This is an optimization exercise on Yosys and OpenROAD, whose aim is small area, not a production implementation. RTL that was checked went through simulation tests only; none was proved equivalent to the original. The clock port is modelled as an ideal driver; clocking choices that lean on that would not hold on a real chip. Power figures rest on the tool's default switching activity, not on a simulated workload.

// bridge_top
module bridge_top(hclk,hresetn,hwrite,haddr,hwdata,hreadyin,htrans,prdata,pwrite,penable,psel,paddr,pwdata,hrdata,hr_readyout,hresp);
==> module apb_controller, before the edit <==
module apb_controller(hclk, hresetn, hwrite, haddr, hwdata, valid,
                      pwrite, penable, psel, paddr, pwdata, hr_readyout);
  input        hclk, hresetn, hwrite, valid;
  input  [31:0] haddr, hwdata;
  output       pwrite, penable;
  output reg   hr_readyout;
  output [2:0] psel;
  output reg [31:0] paddr, pwdata;
  localparam ST_IDLE     = 3'b000,
             ST_READ     = 3'b001,
             ST_WWAIT    = 3'b011,
             ST_WRITE    = 3'b111,
             ST_RENABLE  = 3'b010,
             ST_WENABLE  = 3'b100,
             ST_WRITEP   = 3'b110,
             ST_WENABLEP = 3'b101;
  reg [2:0]  st, nst;
  reg [31:0] a1, a2;
  reg        w1, w2, b1, z, zz, psel_en;
  wire s_idle  = (st == ST_IDLE);
  wire s_read  = (st == ST_READ);
  wire s_ren   = (st == ST_RENABLE);
  wire s_wwait = (st == ST_WWAIT);
  wire s_write = (st == ST_WRITE);
  wire s_wen   = (st == ST_WENABLE);
  wire s_wp    = (st == ST_WRITEP);
  wire s_wenp  = (st == ST_WENABLEP);
  wire s_idl   = s_idle | s_ren;      
  wire rd = valid & ~hwrite;
  wire wr = valid &  hwrite;
  always @(*) begin
    case (st)
      ST_IDLE, ST_RENABLE, ST_WENABLE:
                   nst = wr ? ST_WWAIT : (rd ? ST_READ : ST_IDLE);
      ST_READ:     nst = ST_RENABLE;
      ST_WWAIT:    nst = valid ? ST_WRITEP : ST_WRITE;
      ST_WRITE:    nst = valid ? ST_WENABLEP : ST_WENABLE;
      ST_WRITEP:   nst = ST_WENABLEP;
      default:     nst = ~w2 ? ST_READ :
                         (valid & w1) ? ST_WRITEP :
                         ~valid ? ST_WRITE : ST_IDLE;
    endcase
  end
  wire big    = hwrite & b1;
  wire holdA2 = (s_wwait & valid & big) |
                (s_wenp & (~w2 | (valid ? big : ~w1)));
  wire selA  = s_idl;
  wire sel1  = (s_read & ~w1) | s_wwait | s_wen;
  wire sel2  = ((s_read & w1) | s_write | s_wp | s_wenp) & ~zz;
  wire ldD = ~(s_write | s_wp | (s_wenp & valid & ~w1));
  always @(posedge hclk) begin
    z  <= ~hresetn;
    a1 <= haddr;
    if (!holdA2) begin
      a2 <= a1;
      zz <= z;
    end
    w1 <= hwrite;
    w2 <= w1;
    b1 <= |hwdata[31:8];
    paddr  <= ({32{selA}} & haddr) | ({32{sel1}} & a1) | ({32{sel2}} & a2);
    if (ldD) pwdata <= hwdata;
  end
  always @(posedge hclk) begin
    if (!hresetn) begin
      st          <= ST_IDLE;
      psel_en     <= 1'b0;
      hr_readyout <= 1'b1;
    end else begin
      st          <= nst;
      psel_en     <= (s_idl & rd) | (s_wen & wr) | ~(s_idl | s_wen);
      hr_readyout <= s_read | s_write |
                     (s_idl & ~rd) |
                     ((s_wwait | s_wen) & ~valid) |
                     (s_wp & w1) |
                     (s_wenp & ~valid & w2);
    end
  end
  wire [2:0] sel1dec;
  ahb_decode dec1(.addr(a1), .sel(sel1dec));
  assign psel    = psel_en ? sel1dec : 3'b000;
  assign penable = s_ren | s_wen | s_wenp;
  assign pwrite  = ~(s_read | s_ren) & (~s_wwait | w2);
endmodule
export LEC_CHECK = 0
export CAP_MARGIN = 0
export CORE_MARGIN = 2
export CORE_UTILIZATION = 65
export SLEW_MARGIN = 0
create_clock -name core_clock -period 4.0 [get_ports {hclk}]
standard.sh (not shown) runs the stock make flow with config.mk's settings and CLKGATE_MAP_FILE= SYNTH_SCRIPT=/design/flow/synth_recipe.tcl, a recipe that flattens the netlist after the stock synthesis.
==> flow/flow/run.sh <==
#!/bin/bash
# Own layout flow. Steps, each tool's full output in a log file here:
#  1. the standard synthesis (standard.sh synth)            -> flow_synth.log
#  2. area re-mapping of the combinational cells of that netlist
#     with Yosys/ABC (flow/remap_abc.script); the registers, their
#     names and cell types are kept as instances, untouched        -> flow_remap.log
#  3. the rest of the standard layout (standard.sh finish), with
#     - port buffers of the smallest buffer cell (buf_1),
#     - the clock tree built by flow/clock_tree.tcl (ORFS's
#       PRE_CTS_TCL hook): register clock pins grouped by position,
#       one leaf buffer per group; TritonCTS skips it,
#     - an area recovery pass after CTS (flow/downsize.tcl, ORFS's
#       POST_CTS_TCL hook) that gives cells which repair enlarged the
#       smallest size that keeps slew, capacitance and timing clean -> flow_make.log
set -euo pipefail
W=$PWD
RES=$W/orfs/results/$FLOW_PLATFORM/bridge_top/base
LIB=$FLOW_HOME/platforms/$FLOW_PLATFORM/lib/sky130_fd_sc_hd__tt_025C_1v80.lib
YOSYS=$FLOW_HOME/../tools/install/yosys/bin/yosys
[[ -x $YOSYS ]] || YOSYS=yosys
CTS_LEAF=${OWN_CTS_LEAF:-sky130_fd_sc_hd__clkbuf_16}
CTS_ROOT=${OWN_CTS_ROOT:-none}
CTS_MAX=${OWN_CTS_MAX_SINKS:-36}

bash standard.sh synth > flow_synth.log 2>&1

cp $RES/1_2_yosys.v $W/standard_1_2_yosys.v
DONT=""
for c in sky130_fd_sc_hd__probe_p_8 sky130_fd_sc_hd__probec_p_8 \
         $(grep -o 'cell *( *"\?sky130_fd_sc_hd__lpflow_[a-z0-9_]*' $LIB | grep -o 'sky130_fd_sc_hd__lpflow_[a-z0-9_]*' | sort -u); do
  DONT="$DONT -dont_use $c"
done
cat > $W/remap.ys <<YS
read_liberty -ignore_miss_func $LIB
setattr -mod -set keep_hierarchy 1 sky130_fd_sc_hd__dfxtp_1 sky130_fd_sc_hd__edfxtp_1 sky130_fd_sc_hd__conb_1
read_verilog $W/standard_1_2_yosys.v
hierarchy -top $FLOW_TOP
flatten
opt -purge $FLOW_TOP
abc -liberty $LIB -script $W/flow/remap_abc.script $DONT $FLOW_TOP
opt_clean -purge $FLOW_TOP
cd $FLOW_TOP
rename -hide w:* i:* %d o:* %d
insbuf -buf sky130_fd_sc_hd__buf_4 A X
opt_clean -purge
cd
select -assert-none $FLOW_TOP/t:\$*
select $FLOW_TOP
write_verilog -selected -noattr -nohex -nodec $W/remapped_1_2_yosys.v
YS
$YOSYS -l flow_remap.log -q $W/remap.ys
cp $W/remapped_1_2_yosys.v $RES/1_2_yosys.v

bash standard.sh BUFFER_PORTS_ARGS="-buffer_cell sky130_fd_sc_hd__buf_1" \
  PRE_CTS_TCL="$W/flow/clock_tree.tcl" POST_CTS_TCL="$W/flow/downsize.tcl" \
  OWN_CTS_LEAF=$CTS_LEAF \
  OWN_CTS_ROOT=$CTS_ROOT OWN_CTS_MAX_SINKS=$CTS_MAX finish > flow_make.log 2>&1
Other scripts of this flow, unchanged in this note and not shown: flow/flow/clock_tree.tcl, flow/flow/downsize.tcl, flow/flow/remap_abc.script
Then changed:
--- a/flow/design.v
+++ b/flow/design.v
@@ -22,14 +22,14 @@
   output [2:0] psel;
   output reg [31:0] paddr, pwdata;
   localparam ST_IDLE     = 3'b000,
              ST_READ     = 3'b001,
-             ST_WWAIT    = 3'b011,
-             ST_WRITE    = 3'b111,
-             ST_RENABLE  = 3'b010,
-             ST_WENABLE  = 3'b100,
+             ST_WWAIT    = 3'b010,
+             ST_WRITE    = 3'b011,
+             ST_RENABLE  = 3'b100,
+             ST_WENABLE  = 3'b101,
              ST_WRITEP   = 3'b110,
-             ST_WENABLEP = 3'b101;
+             ST_WENABLEP = 3'b111;
   reg [2:0]  st, nst;
   reg [31:0] a1, a2;
   reg        w1, w2, b1, z, zz, psel_en;
   wire s_idle  = (st == ST_IDLE);
Global-route usage barely changes.
Clock power fell by about 1%.
Power came out higher by about 0.35%.
Setup slack degrades by 0.11 ns.
Worst hold slack is better by 0.0036 ns.
Combinational power is higher by about 8%.
Utilization is about the same.
Sequential power is about the same.
Sequential share of layout area goes down by 0.32 points.

The RTL this note starts from:
==> flow/design.v <==
module ahb_slave(hreadyin, htrans, haddr, valid);
  input        hreadyin;
  input  [1:0] htrans;
  input  [31:0] haddr;
  output       valid;
  wire inwin = (haddr[31:28] == 4'b1000) & ~(haddr[27] & haddr[26]);
  assign valid = hreadyin & htrans[1] & inwin;
endmodule
module ahb_decode(addr, sel);
  input  [31:0] addr;
  output [2:0]  sel;
  assign sel[0] = (addr[31:28] == 4'b1000) & (addr[27:26] == 2'b00);
  assign sel[1] = (addr[31:28] == 4'b1000) & (addr[27:26] == 2'b01);
  assign sel[2] = (addr[31:28] == 4'b1000) & (addr[27:26] == 2'b10);
endmodule
module apb_controller(hclk, hresetn, hwrite, haddr, hwdata, valid,
                      pwrite, penable, psel, paddr, pwdata, hr_readyout);
  input        hclk, hresetn, hwrite, valid;
  input  [31:0] haddr, hwdata;
  output       pwrite, penable;
  output reg   hr_readyout;
  output [2:0] psel;
  output reg [31:0] paddr, pwdata;
  localparam ST_IDLE     = 3'b000,
             ST_READ     = 3'b001,
             ST_WWAIT    = 3'b010,
             ST_WRITE    = 3'b011,
             ST_RENABLE  = 3'b100,
             ST_WENABLE  = 3'b101,
             ST_WRITEP   = 3'b110,
             ST_WENABLEP = 3'b111;
  reg [2:0]  st, nst;
  reg [31:0] a1, a2;
  reg        w1, w2, b1, z, zz, psel_en;
  wire s_idle  = (st == ST_IDLE);
  wire s_read  = (st == ST_READ);
  wire s_ren   = (st == ST_RENABLE);
  wire s_wwait = (st == ST_WWAIT);
  wire s_write = (st == ST_WRITE);
  wire s_wen   = (st == ST_WENABLE);
  wire s_wp    = (st == ST_WRITEP);
  wire s_wenp  = (st == ST_WENABLEP);
  wire s_idl   = s_idle | s_ren;      
  wire rd = valid & ~hwrite;
  wire wr = valid &  hwrite;
  always @(*) begin
    case (st)
      ST_IDLE, ST_RENABLE, ST_WENABLE:
                   nst = wr ? ST_WWAIT : (rd ? ST_READ : ST_IDLE);
      ST_READ:     nst = ST_RENABLE;
      ST_WWAIT:    nst = valid ? ST_WRITEP : ST_WRITE;
      ST_WRITE:    nst = valid ? ST_WENABLEP : ST_WENABLE;
      ST_WRITEP:   nst = ST_WENABLEP;
      default:     nst = ~w2 ? ST_READ :
                         (valid & w1) ? ST_WRITEP :
                         ~valid ? ST_WRITE : ST_IDLE;
    endcase
  end
  wire big    = hwrite & b1;
  wire holdA2 = (s_wwait & valid & big) |
                (s_wenp & (~w2 | (valid ? big : ~w1)));
  wire selA  = s_idl;
  wire sel1  = (s_read & ~w1) | s_wwait | s_wen;
  wire sel2  = ((s_read & w1) | s_write | s_wp | s_wenp) & ~zz;
  wire ldD = ~(s_write | s_wp | (s_wenp & valid & ~w1));
  always @(posedge hclk) begin
    z  <= ~hresetn;
    a1 <= haddr;
    if (!holdA2) begin
      a2 <= a1;
      zz <= z;
    end
    w1 <= hwrite;
    w2 <= w1;
    b1 <= |hwdata[31:8];
    paddr  <= ({32{selA}} & haddr) | ({32{sel1}} & a1) | ({32{sel2}} & a2);
    if (ldD) pwdata <= hwdata;
  end
  always @(posedge hclk) begin
    if (!hresetn) begin
      st          <= ST_IDLE;
      psel_en     <= 1'b0;
      hr_readyout <= 1'b1;
    end else begin
      st          <= nst;
      psel_en     <= (s_idl & rd) | (s_wen & wr) | ~(s_idl | s_wen);
      hr_readyout <= s_read | s_write |
                     (s_idl & ~rd) |
                     ((s_wwait | s_wen) & ~valid) |
                     (s_wp & w1) |
                     (s_wenp & ~valid & w2);
    end
  end
  wire [2:0] sel1dec;
  ahb_decode dec1(.addr(a1), .sel(sel1dec));
  assign psel    = psel_en ? sel1dec : 3'b000;
  assign penable = s_ren | s_wen | s_wenp;
  assign pwrite  = ~(s_read | s_ren) & (~s_wwait | w2);
endmodule
module bridge_top(hclk,hresetn,hwrite,haddr,hwdata,hreadyin,htrans,prdata,pwrite,penable,psel,paddr,pwdata,hrdata,hr_readyout,hresp);
input hclk,hresetn,hwrite,hreadyin;
input [1:0]htrans;
input [31:0]haddr,hwdata,prdata;
output pwrite,penable,hr_readyout;
output [1:0]hresp;
output [2:0]psel;
output [31:0]paddr,pwdata,hrdata;
wire valid;
ahb_slave ahb_sl(.hreadyin(hreadyin), .htrans(htrans), .haddr(haddr), .valid(valid));
apb_controller apb_c(.hclk(hclk), .hresetn(hresetn), .hwrite(hwrite),
                     .haddr(haddr), .hwdata(hwdata), .valid(valid),
                     .pwrite(pwrite), .penable(penable),
                     .psel(psel), .paddr(paddr), .pwdata(pwdata),
                     .hr_readyout(hr_readyout));
assign hrdata = prdata;
assign hresp  = 2'b00;
endmodule
clock: 4.0 ns
lec_check: 0
cap_margin: 0
core_margin: 2
core_utilization: 65
slew_margin: 0
==> flow/flow/run.sh <==
#!/bin/bash
# Own layout flow. Steps, each tool's full output in a log file here:
#  1. the standard synthesis (standard.sh synth)            -> flow_synth.log
#  2. area re-mapping of the combinational cells of that netlist
#     with Yosys/ABC (flow/remap_abc.script); the registers, their
#     names and cell types are kept as instances, untouched        -> flow_remap.log
#  3. the rest of the standard layout (standard.sh finish), with
#     - port buffers of the smallest buffer cell (buf_1),
#     - the clock tree built by flow/clock_tree.tcl (ORFS's
#       PRE_CTS_TCL hook): register clock pins grouped by position,
#       one leaf buffer per group; TritonCTS skips it              -> flow_make.log
set -euo pipefail
W=$PWD
RES=$W/orfs/results/$FLOW_PLATFORM/bridge_top/base
LIB=$FLOW_HOME/platforms/$FLOW_PLATFORM/lib/sky130_fd_sc_hd__tt_025C_1v80.lib
YOSYS=$FLOW_HOME/../tools/install/yosys/bin/yosys
[[ -x $YOSYS ]] || YOSYS=yosys
CTS_LEAF=${OWN_CTS_LEAF:-sky130_fd_sc_hd__clkbuf_16}
CTS_ROOT=${OWN_CTS_ROOT:-none}
CTS_MAX=${OWN_CTS_MAX_SINKS:-36}

bash standard.sh synth > flow_synth.log 2>&1

cp $RES/1_2_yosys.v $W/standard_1_2_yosys.v
DONT=""
for c in sky130_fd_sc_hd__probe_p_8 sky130_fd_sc_hd__probec_p_8 \
         $(grep -o 'cell *( *"\?sky130_fd_sc_hd__lpflow_[a-z0-9_]*' $LIB | grep -o 'sky130_fd_sc_hd__lpflow_[a-z0-9_]*' | sort -u); do
  DONT="$DONT -dont_use $c"
done
cat > $W/remap.ys <<YS
read_liberty -ignore_miss_func $LIB
setattr -mod -set keep_hierarchy 1 sky130_fd_sc_hd__dfxtp_1 sky130_fd_sc_hd__edfxtp_1 sky130_fd_sc_hd__conb_1
read_verilog $W/standard_1_2_yosys.v
hierarchy -top $FLOW_TOP
flatten
opt -purge $FLOW_TOP
abc -liberty $LIB -script $W/flow/remap_abc.script $DONT $FLOW_TOP
opt_clean -purge $FLOW_TOP
cd $FLOW_TOP
rename -hide w:* i:* %d o:* %d
insbuf -buf sky130_fd_sc_hd__buf_4 A X
opt_clean -purge
cd
select -assert-none $FLOW_TOP/t:\$*
select $FLOW_TOP
write_verilog -selected -noattr -nohex -nodec $W/remapped_1_2_yosys.v
YS
$YOSYS -l flow_remap.log -q $W/remap.ys
cp $W/remapped_1_2_yosys.v $RES/1_2_yosys.v

bash standard.sh BUFFER_PORTS_ARGS="-buffer_cell sky130_fd_sc_hd__buf_1" \
  PRE_CTS_TCL="$W/flow/clock_tree.tcl" OWN_CTS_LEAF=$CTS_LEAF \
  OWN_CTS_ROOT=$CTS_ROOT OWN_CTS_MAX_SINKS=$CTS_MAX finish > flow_make.log 2>&1
Other scripts of this flow, unchanged in this note and not shown: flow/flow/clock_tree.tcl, flow/flow/remap_abc.script
Rerun with:
--- a/flow/design.v
+++ b/flow/design.v
@@ -23,11 +23,11 @@
   output reg [31:0] paddr, pwdata;
   localparam ST_IDLE     = 3'b000,
-             ST_READ     = 3'b001,
-             ST_WWAIT    = 3'b010,
-             ST_WRITE    = 3'b011,
+             ST_READ     = 3'b011,
+             ST_WWAIT    = 3'b101,
+             ST_WRITE    = 3'b110,
              ST_RENABLE  = 3'b100,
-             ST_WENABLE  = 3'b101,
-             ST_WRITEP   = 3'b110,
-             ST_WENABLEP = 3'b111;
+             ST_WENABLE  = 3'b111,
+             ST_WRITEP   = 3'b010,
+             ST_WENABLEP = 3'b001;
   reg [2:0]  st, nst;
   reg [31:0] a1, a2;
What happened:
- critical path depth is unchanged
- fmax climbs by 2.4%
- first-iteration DRC count shrinks by 28%
- synthesized area goes up by 1.7%
- clock skew goes down by 0.0056 ns
- via count does not change
- wire length went up by 0.56%
- setup slack gains 0.064 ns
- register-to-register slack improved by 0.05 ns
- worst hold slack improves by 0.011 ns
- clock power grows by about 1%
The RTL of the second run of this note was laid out without a check of its function.

[port drivers added, routing unchanged]
No port has a modelled driver above. Below, the same layouts with a new extraction and two added sets of constraints.
Step 1: set_driving_cell puts a clkbuf_16 on hclk and a buf_2 on each other input, an assumption about the parent block.
Step 2 times the ports against the registers' clock, not the clock port: input delays grow and output delays shrink by t, the midpoint of the rising clock arrivals with the driver on.
a / b / c = no drivers / after step 1 / after step 2; a / b = the first two.
run | t (ns) | slack for setup (ns) | worst setup path at the end | latest minus earliest clock arrival (ns) | worst register clock-pin slew, ns
the first run of note 1 | 0.254 | 0.939 / 1.000 / 0.746 | input to register | 0.010 / 0.010 | 0.12 / 0.12
the second run of note 1 | 0.251 | 0.829 / 0.829 / 0.829 | register to register | 0.007 / 0.007 | 0.12 / 0.12
the first run of note 2 | 0.251 | 1.296 / 1.353 / 1.102 | input to register | 0.013 / 0.014 | 0.12 / 0.12
the second run of note 2 | 0.247 | 1.360 / 1.287 / 1.217 | input to register | 0.011 / 0.011 | 0.12 / 0.12
After both steps every run listed still meets setup and hold. For the first run of note 2, which loses most, drivers alone change the setup slack by +0.057 ns; drivers and shift together by -0.194 ns.
